Source: an optimization exercise on an open RTL-to-GDS flow (aim: small area and a short achievable clock period). Production flows keep margins and buffers that such runs may drop. RTL that was checked went through simulation tests only; none was proved equivalent to the original. The flow treats the clock pin as an ideal source, which a real chip does not have.

Setup of run 1:
==> flow/design.v <==
module fa (
    input  a,
    input  b,
    input  ci,
    output s,
    output co
);
  assign s  = a ^ b ^ ci;
  assign co = (a & b) | (a & ci) | (b & ci);
endmodule
module ha (
    input  a,
    input  b,
    output s,
    output co
);
  assign s  = a ^ b;
  assign co = a & b;
endmodule
module add #(
    parameter HALFWORD_WIDTH = 16
) (
    input  signed [HALFWORD_WIDTH-1:0] A,
    input  signed [HALFWORD_WIDTH-1:0] B,
    output signed [HALFWORD_WIDTH-1:0] out
);
  assign out = A + B;
endmodule
module invb (
    input  [7:0] a,
    output [7:0] y
);
  assign y = ~a;
endmodule
module gate8 (
    input  [7:0] a,
    input        e0,
    input        e1,
    output [7:0] y
);
  assign y = a & {8{e0 & e1}};
endmodule
module signedm #(
    parameter DATA_SIZE      = 8,
    parameter HALFWORD_WIDTH = 16
) (
    input  signed [     DATA_SIZE-1:0] a,
                                       b,
    output signed [HALFWORD_WIDTH-1:0] data_out
);
  assign data_out = a * b;
endmodule
`timescale 1ns / 1ps
module pe (
    input               clk,
    input               rst,
    input  signed [7:0] weight,
    input  signed [7:0] inmap,
    input               inmap_vld,
    input               weight_vld,
    input  signed [7:0] bias,
    output signed [7:0] outmap,
    output              outmap_vld,
    output signed [15:0] outraw
);
  wire v = inmap_vld & weight_vld;
  reg  [4:0]  n;     
  reg  [15:0] acc;   
  wire z = (n == 5'd0);
  wire [15:0] base = (v & z) ? {{5{bias[7]}}, bias, 3'b0} : (v ? acc : 16'd0);
  wire [7:0] wg;
  gate8 u_gw (.a(weight), .e0(inmap_vld), .e1(weight_vld), .y(wg));
  wire one0 = inmap[0] ^ 1'b0;
  wire two0 = (inmap[1] & ~inmap[0] & ~1'b0) | (~inmap[1] & inmap[0] & 1'b0);
  wire neg0 = inmap[1] & ~(inmap[0] & 1'b0);
  wire pp0_0 = ((one0 & wg[0]) | (two0 & 1'b0)) ^ neg0;
  wire pp0_1 = ((one0 & wg[1]) | (two0 & wg[0])) ^ neg0;
  wire pp0_2 = ((one0 & wg[2]) | (two0 & wg[1])) ^ neg0;
  wire pp0_3 = ((one0 & wg[3]) | (two0 & wg[2])) ^ neg0;
  wire pp0_4 = ((one0 & wg[4]) | (two0 & wg[3])) ^ neg0;
  wire pp0_5 = ((one0 & wg[5]) | (two0 & wg[4])) ^ neg0;
  wire pp0_6 = ((one0 & wg[6]) | (two0 & wg[5])) ^ neg0;
  wire pp0_7 = ((one0 & wg[7]) | (two0 & wg[6])) ^ neg0;
  wire pp0_8 = ~(((one0 & wg[7]) | (two0 & wg[7])) ^ neg0);
  wire one1 = inmap[2] ^ inmap[1];
  wire two1 = (inmap[3] & ~inmap[2] & ~inmap[1]) | (~inmap[3] & inmap[2] & inmap[1]);
  wire neg1 = inmap[3] & ~(inmap[2] & inmap[1]);
  wire pp1_0 = ((one1 & wg[0]) | (two1 & 1'b0)) ^ neg1;
  wire pp1_1 = ((one1 & wg[1]) | (two1 & wg[0])) ^ neg1;
  wire pp1_2 = ((one1 & wg[2]) | (two1 & wg[1])) ^ neg1;
  wire pp1_3 = ((one1 & wg[3]) | (two1 & wg[2])) ^ neg1;
  wire pp1_4 = ((one1 & wg[4]) | (two1 & wg[3])) ^ neg1;
  wire pp1_5 = ((one1 & wg[5]) | (two1 & wg[4])) ^ neg1;
  wire pp1_6 = ((one1 & wg[6]) | (two1 & wg[5])) ^ neg1;
  wire pp1_7 = ((one1 & wg[7]) | (two1 & wg[6])) ^ neg1;
  wire pp1_8 = ~(((one1 & wg[7]) | (two1 & wg[7])) ^ neg1);
  wire one2 = inmap[4] ^ inmap[3];
  wire two2 = (inmap[5] & ~inmap[4] & ~inmap[3]) | (~inmap[5] & inmap[4] & inmap[3]);
  wire neg2 = inmap[5] & ~(inmap[4] & inmap[3]);
  wire pp2_0 = ((one2 & wg[0]) | (two2 & 1'b0)) ^ neg2;
  wire pp2_1 = ((one2 & wg[1]) | (two2 & wg[0])) ^ neg2;
  wire pp2_2 = ((one2 & wg[2]) | (two2 & wg[1])) ^ neg2;
  wire pp2_3 = ((one2 & wg[3]) | (two2 & wg[2])) ^ neg2;
  wire pp2_4 = ((one2 & wg[4]) | (two2 & wg[3])) ^ neg2;
  wire pp2_5 = ((one2 & wg[5]) | (two2 & wg[4])) ^ neg2;
  wire pp2_6 = ((one2 & wg[6]) | (two2 & wg[5])) ^ neg2;
  wire pp2_7 = ((one2 & wg[7]) | (two2 & wg[6])) ^ neg2;
  wire pp2_8 = ~(((one2 & wg[7]) | (two2 & wg[7])) ^ neg2);
  wire one3 = inmap[6] ^ inmap[5];
  wire two3 = (inmap[7] & ~inmap[6] & ~inmap[5]) | (~inmap[7] & inmap[6] & inmap[5]);
  wire neg3 = inmap[7] & ~(inmap[6] & inmap[5]);
  wire pp3_0 = ((one3 & wg[0]) | (two3 & 1'b0)) ^ neg3;
  wire pp3_1 = ((one3 & wg[1]) | (two3 & wg[0])) ^ neg3;
  wire pp3_2 = ((one3 & wg[2]) | (two3 & wg[1])) ^ neg3;
  wire pp3_3 = ((one3 & wg[3]) | (two3 & wg[2])) ^ neg3;
  wire pp3_4 = ((one3 & wg[4]) | (two3 & wg[3])) ^ neg3;
  wire pp3_5 = ((one3 & wg[5]) | (two3 & wg[4])) ^ neg3;
  wire pp3_6 = ((one3 & wg[6]) | (two3 & wg[5])) ^ neg3;
  wire pp3_7 = ((one3 & wg[7]) | (two3 & wg[6])) ^ neg3;
  wire pp3_8 = ~(((one3 & wg[7]) | (two3 & wg[7])) ^ neg3);
  wire basen8 = ~base[8];
  wire basen9 = ~base[9];
  wire basen11 = ~base[11];
  wire basen13 = ~base[13];
  wire basen15 = ~base[15];
  wire s0, c0;
  fa u_fa0 (.a(base[0]), .b(neg0), .ci(pp0_0), .s(s0), .co(c0));
  wire s1, c1;
  fa u_fa1 (.a(base[1]), .b(pp0_1), .ci(c0), .s(s1), .co(c1));
  wire s2, c2;
  fa u_fa2 (.a(base[2]), .b(neg1), .ci(pp0_2), .s(s2), .co(c2));
  wire s3, c3;
  fa u_fa3 (.a(pp1_0), .b(s2), .ci(c1), .s(s3), .co(c3));
  wire s4, c4;
  fa u_fa4 (.a(base[3]), .b(pp0_3), .ci(pp1_1), .s(s4), .co(c4));
  wire hs0, hc0;
  ha u_ha0 (.a(c2), .b(s4), .s(hs0), .co(hc0));
  wire s5, c5;
  fa u_fa5 (.a(base[4]), .b(neg2), .ci(pp0_4), .s(s5), .co(c5));
  wire s6, c6;
  fa u_fa6 (.a(pp1_2), .b(pp2_0), .ci(c4), .s(s6), .co(c6));
  wire hs1, hc1;
  ha u_ha1 (.a(s5), .b(hc0), .s(hs1), .co(hc1));
  wire s7, c7;
  fa u_fa7 (.a(base[5]), .b(pp0_5), .ci(pp1_3), .s(s7), .co(c7));
  wire s8, c8;
  fa u_fa8 (.a(pp2_1), .b(c5), .ci(s7), .s(s8), .co(c8));
  wire hs2, hc2;
  ha u_ha2 (.a(c6), .b(hc1), .s(hs2), .co(hc2));
  wire s9, c9;
  fa u_fa9 (.a(base[6]), .b(neg3), .ci(pp0_6), .s(s9), .co(c9));
  wire s10, c10;
  fa u_fa10 (.a(pp1_4), .b(pp2_2), .ci(pp3_0), .s(s10), .co(c10));
  wire s11, c11;
  fa u_fa11 (.a(c7), .b(s9), .ci(s10), .s(s11), .co(c11));
  wire hs3, hc3;
  ha u_ha3 (.a(c8), .b(s11), .s(hs3), .co(hc3));
  wire s12, c12;
  fa u_fa12 (.a(base[7]), .b(pp0_7), .ci(pp1_5), .s(s12), .co(c12));
  wire s13, c13;
  fa u_fa13 (.a(pp2_3), .b(pp3_1), .ci(c9), .s(s13), .co(c13));
  wire s14, c14;
  fa u_fa14 (.a(c10), .b(s12), .ci(c11), .s(s14), .co(c14));
  wire hs4, hc4;
  ha u_ha4 (.a(s13), .b(hc3), .s(hs4), .co(hc4));
  wire s15, c15;
  fa u_fa15 (.a(basen8), .b(pp0_8), .ci(pp1_6), .s(s15), .co(c15));
  wire s16, c16;
  fa u_fa16 (.a(pp2_4), .b(pp3_2), .ci(c12), .s(s16), .co(c16));
  wire s17, c17;
  fa u_fa17 (.a(s15), .b(c13), .ci(s16), .s(s17), .co(c17));
  wire hs5, hc5;
  ha u_ha5 (.a(c14), .b(s17), .s(hs5), .co(hc5));
  wire s18, c18;
  fa u_fa18 (.a(basen9), .b(base[8]), .ci(pp1_7), .s(s18), .co(c18));
  wire s19, c19;
  fa u_fa19 (.a(pp2_5), .b(pp3_3), .ci(c15), .s(s19), .co(c19));
  wire s20, c20;
  fa u_fa20 (.a(s18), .b(c16), .ci(s19), .s(s20), .co(c20));
  wire hs6, hc6;
  ha u_ha6 (.a(c17), .b(s20), .s(hs6), .co(hc6));
  wire s21, c21;
  fa u_fa21 (.a(base[10]), .b(base[9]), .ci(pp1_8), .s(s21), .co(c21));
  wire s22, c22;
  fa u_fa22 (.a(pp2_6), .b(pp3_4), .ci(c18), .s(s22), .co(c22));
  wire s23, c23;
  fa u_fa23 (.a(s21), .b(c19), .ci(s22), .s(s23), .co(c23));
  wire hs7, hc7;
  ha u_ha7 (.a(c20), .b(s23), .s(hs7), .co(hc7));
  wire s24, c24;
  fa u_fa24 (.a(basen11), .b(pp2_7), .ci(pp3_5), .s(s24), .co(c24));
  wire s25, c25;
  fa u_fa25 (.a(c21), .b(s24), .ci(c22), .s(s25), .co(c25));
  wire hs8, hc8;
  ha u_ha8 (.a(c23), .b(s25), .s(hs8), .co(hc8));
  wire s26, c26;
  fa u_fa26 (.a(base[12]), .b(base[11]), .ci(pp2_8), .s(s26), .co(c26));
  wire s27, c27;
  fa u_fa27 (.a(pp3_6), .b(c24), .ci(s26), .s(s27), .co(c27));
  wire hs9, hc9;
  ha u_ha9 (.a(s27), .b(c25), .s(hs9), .co(hc9));
  wire s28, c28;
  fa u_fa28 (.a(basen13), .b(pp3_7), .ci(c26), .s(s28), .co(c28));
  wire hs10, hc10;
  ha u_ha10 (.a(c27), .b(s28), .s(hs10), .co(hc10));
  wire s29, c29;
  fa u_fa29 (.a(base[14]), .b(base[13]), .ci(pp3_8), .s(s29), .co(c29));
  wire hs11, hc11;
  ha u_ha11 (.a(s29), .b(c28), .s(hs11), .co(hc11));
  wire w0 = basen15 ^ c29;
  wire [15:0] sx = {w0, hs11, hs10, hs9, hs8, hc6, hc5, hc4, s14, hc2, s8, s6, hs0, s3, s1, s0};
  wire [15:0] sy = {hc11, hc10, hc9, hc8, hc7, hs7, hs6, hs5, hs4, hs3, hs2, hs1, c3, 1'b0, 1'b0, 1'b0};
  wire [15:0] t = sx + sy;
  wire [6:0] r = t[9:3] + t[2];
  assign outraw = t;
  assign outmap = {1'b0, r & {7{~t[15]}}};
  assign outmap_vld = (n == 5'd24);
  always @(posedge clk) acc <= t | (acc & {16{~v}});
  always @(posedge clk or posedge rst) begin
    if (rst) n <= 5'd0;
    else if (v) n <= (n == 5'd24) ? 5'd0 : n + 5'd1;
  end
endmodule
export LEC_CHECK = 0
export CAP_MARGIN = 20
export CORE_MARGIN = 2
export CORE_UTILIZATION = 40
export SLEW_MARGIN = 20
export SYNTH_HIERARCHICAL = 1
export SYNTH_MINIMUM_KEEP_SIZE = 0
create_clock -name core_clock -period 10.5 [get_ports {clk}]
standard.sh (not shown) runs the stock make flow with config.mk's settings and CLKGATE_MAP_FILE= SYNTH_SCRIPT=/design/flow/synth_recipe.tcl, a recipe that flattens the netlist after the stock synthesis.
==> flow/flow/run.sh <==
#!/bin/bash
# Own layout flow: the standard ORFS layout, with port buffers of a small, fast buffer
# (buf_2) instead of the default the port buffering picks; every port still gets a buffer.
set -euo pipefail
export BUFFER_PORTS_ARGS="-buffer_cell sky130_fd_sc_hd__buf_2"
bash standard.sh > standard_flow.log 2>&1
Looking at the reports, run 1 completed the entire flow and the layout it produced met the timing, DRC and antenna checks.
#### Input delta (run 5 over run 1)
-- flow/design.v --
<<< run 1, line 68
  reg  [15:0] acc;   
  wire z = (n == 5'd0);
  wire [15:0] base = (v & z) ? {{5{bias[7]}}, bias, 3'b0} : (v ? acc : 16'd0);
  wire [7:0] wg;
  gate8 u_gw (.a(weight), .e0(inmap_vld), .e1(weight_vld), .y(wg));
>>> run 5, line 68
  reg  [15:0] acc;   
  wire z = (n == 5'd0);
  wire [15:0] base = z ? {{5{bias[7]}}, bias, 3'b0} : acc;
  wire [7:0] wg;
  gate8 u_gw (.a(weight), .e0(inmap_vld), .e1(weight_vld), .y(wg));
<<< run 1, line 213
  wire [15:0] t = sx + sy;
  wire [6:0] r = t[9:3] + t[2];
  assign outraw = t;
  assign outmap = {1'b0, r & {7{~t[15]}}};
  assign outmap_vld = (n == 5'd24);
  always @(posedge clk) acc <= t | (acc & {16{~v}});
  always @(posedge clk or posedge rst) begin
    if (rst) n <= 5'd0;
>>> run 5, line 213
  wire [15:0] t = sx + sy;
  wire [6:0] r = t[9:3] + t[2];
  assign outraw = t & {16{v}};
  assign outmap = {1'b0, r & {7{v & ~t[15]}}};
  assign outmap_vld = (n == 5'd24);
  always @(posedge clk) acc <= t;
  always @(posedge clk or posedge rst) begin
    if (rst) n <= 5'd0;
--- outcome ---
NOTE die extent in x run 1->run 5 increased slightly. Via count: higher on run 5. Comparing cell area for run 5 and run 1, the bigger number came from run 5. Against run 1, final wirelength in run 5 came out worse. The run showing the smaller maximum frequency is run 1. Comparing run 5 and run 1, final worst hold slack is higher on run 5. Run 5 has mean number of vias per cell below what run 1 had. From run 1 to run 5 the numbers moved as follows: fraction of the cycle the final worst path needs lost 0.86 points, fraction of met3 tracks used by global routing now sits higher, async set-or-reset flop fraction in the synthesized netlist essentially unchanged.
No functional check of the RTL was part of run 5.

RTL: the design.v shown in full above, as it stands there.
clock: 10.5 ns
lec_check: 0
cap_margin: 20
core_margin: 2
core_utilization: 40
slew_margin: 60
synth_hierarchical: 1
synth_minimum_keep_size: 0
==> flow/flow/run.sh <==
#!/bin/bash
# Own layout flow: the standard ORFS layout (standard.sh) with two changes:
#  - port buffers use buf_2 instead of the buffer the port buffering picks by default
#    (every input and output port still gets its own buffer);
#  - before clock-tree synthesis, a timing-driven sizing pass (gate upsizing and pin
#    swaps only, no new buffers) aims at a worst slack somewhat above the placed one.
set -euo pipefail
here=$(cd "$(dirname "$0")" && pwd)
export BUFFER_PORTS_ARGS="-buffer_cell sky130_fd_sc_hd__buf_2"
export PRE_CTS_TCL="$here/pre_cts.tcl"
export SIZE_EXTRA_SLACK="${SIZE_EXTRA_SLACK:-0.35}"
bash standard.sh > standard_flow.log 2>&1
==> flow/flow/pre_cts.tcl <==
# Timing-driven gate sizing before CTS: upsize gates and swap pins (no buffering) on the
# worst paths until the worst slack is SIZE_EXTRA_SLACK ns above what placement left.
estimate_parasitics -placement
set ws [worst_slack -max]
puts "pre_cts sizing: worst slack $ws, target [expr {$ws + $::env(SIZE_EXTRA_SLACK)}]"
repair_timing -setup -setup_margin [expr {$ws + $::env(SIZE_EXTRA_SLACK)}] \
  -sequence "sizeup,swap" -repair_tns 0 -verbose
puts "pre_cts sizing: worst slack now [worst_slack -max]"
==> next run, changes <==
--- a/flow/design.v
+++ b/flow/design.v
@@ -66,9 +66,9 @@
   wire v = inmap_vld & weight_vld;
   reg  [4:0]  n;     
   reg  [15:0] acc;   
   wire z = (n == 5'd0);
-  wire [15:0] base = (v & z) ? {{5{bias[7]}}, bias, 3'b0} : (v ? acc : 16'd0);
+  wire [15:0] base = z ? {{5{bias[7]}}, bias, 3'b0} : acc;
   wire [7:0] wg;
   gate8 u_gw (.a(weight), .e0(inmap_vld), .e1(weight_vld), .y(wg));
   wire one0 = inmap[0] ^ 1'b0;
   wire two0 = (inmap[1] & ~inmap[0] & ~1'b0) | (~inmap[1] & inmap[0] & 1'b0);
@@ -211,12 +211,12 @@
   wire [15:0] sx = {w0, hs11, hs10, hs9, hs8, hc6, hc5, hc4, s14, hc2, s8, s6, hs0, s3, s1, s0};
   wire [15:0] sy = {hc11, hc10, hc9, hc8, hc7, hs7, hs6, hs5, hs4, hs3, hs2, hs1, c3, 1'b0, 1'b0, 1'b0};
   wire [15:0] t = sx + sy;
   wire [6:0] r = t[9:3] + t[2];
-  assign outraw = t;
-  assign outmap = {1'b0, r & {7{~t[15]}}};
+  assign outraw = t & {16{v}};
+  assign outmap = {1'b0, r & {7{v & ~t[15]}}};
   assign outmap_vld = (n == 5'd24);
-  always @(posedge clk) acc <= t | (acc & {16{~v}});
+  always @(posedge clk) acc <= t;
   always @(posedge clk or posedge rst) begin
     if (rst) n <= 5'd0;
     else if (v) n <= (n == 5'd24) ? 5'd0 : n + 5'd1;
   end
What happened: Via count rose by a few percent; maximum frequency stays flat; hold slack is better by 150 ps; setup slack degrades by 11 ps; cell count came out higher by a few percent; global-route usage goes up by 0.60 points; final area goes up by a few percent.
The RTL of the second run of this note was laid out without a check of its function.

-- static timing again, ports no longer ideal --
In the flow no input, the clock included, has a driving cell. The finished layouts below were timed again as built, in two steps.
Step 1: set_driving_cell puts a clkbuf_16 on clk and a buf_2 on each other input, an assumption about the parent block.
Step 2 times the ports against the registers' clock, not the clock port: input delays grow and output delays shrink by t, the midpoint of the rising clock arrivals with the driver on.
Three values: ideal, step 1, step 2; two values: the first two.
run | t, ns | slack for setup (ns) | latest minus earliest clock arrival (ns)
run 1 | 0.280 | 1.648 / 1.628 / 1.628 | 0.001 / 0.001
run 5 | 0.288 | 1.738 / 1.710 / 1.710 | 0.005 / 0.006
the first run of note 2 | 0.278 | 2.096 / 2.078 / 2.078 | 0.003 / 0.003
the second run of note 2 | 0.291 | 2.085 / 2.047 / 2.047 | 0.001 / 0.001
After both steps setup and hold are still met in every run listed. For the second run of note 2, which loses most, drivers alone change the setup slack by -0.038 ns; drivers and shift together by -0.038 ns.
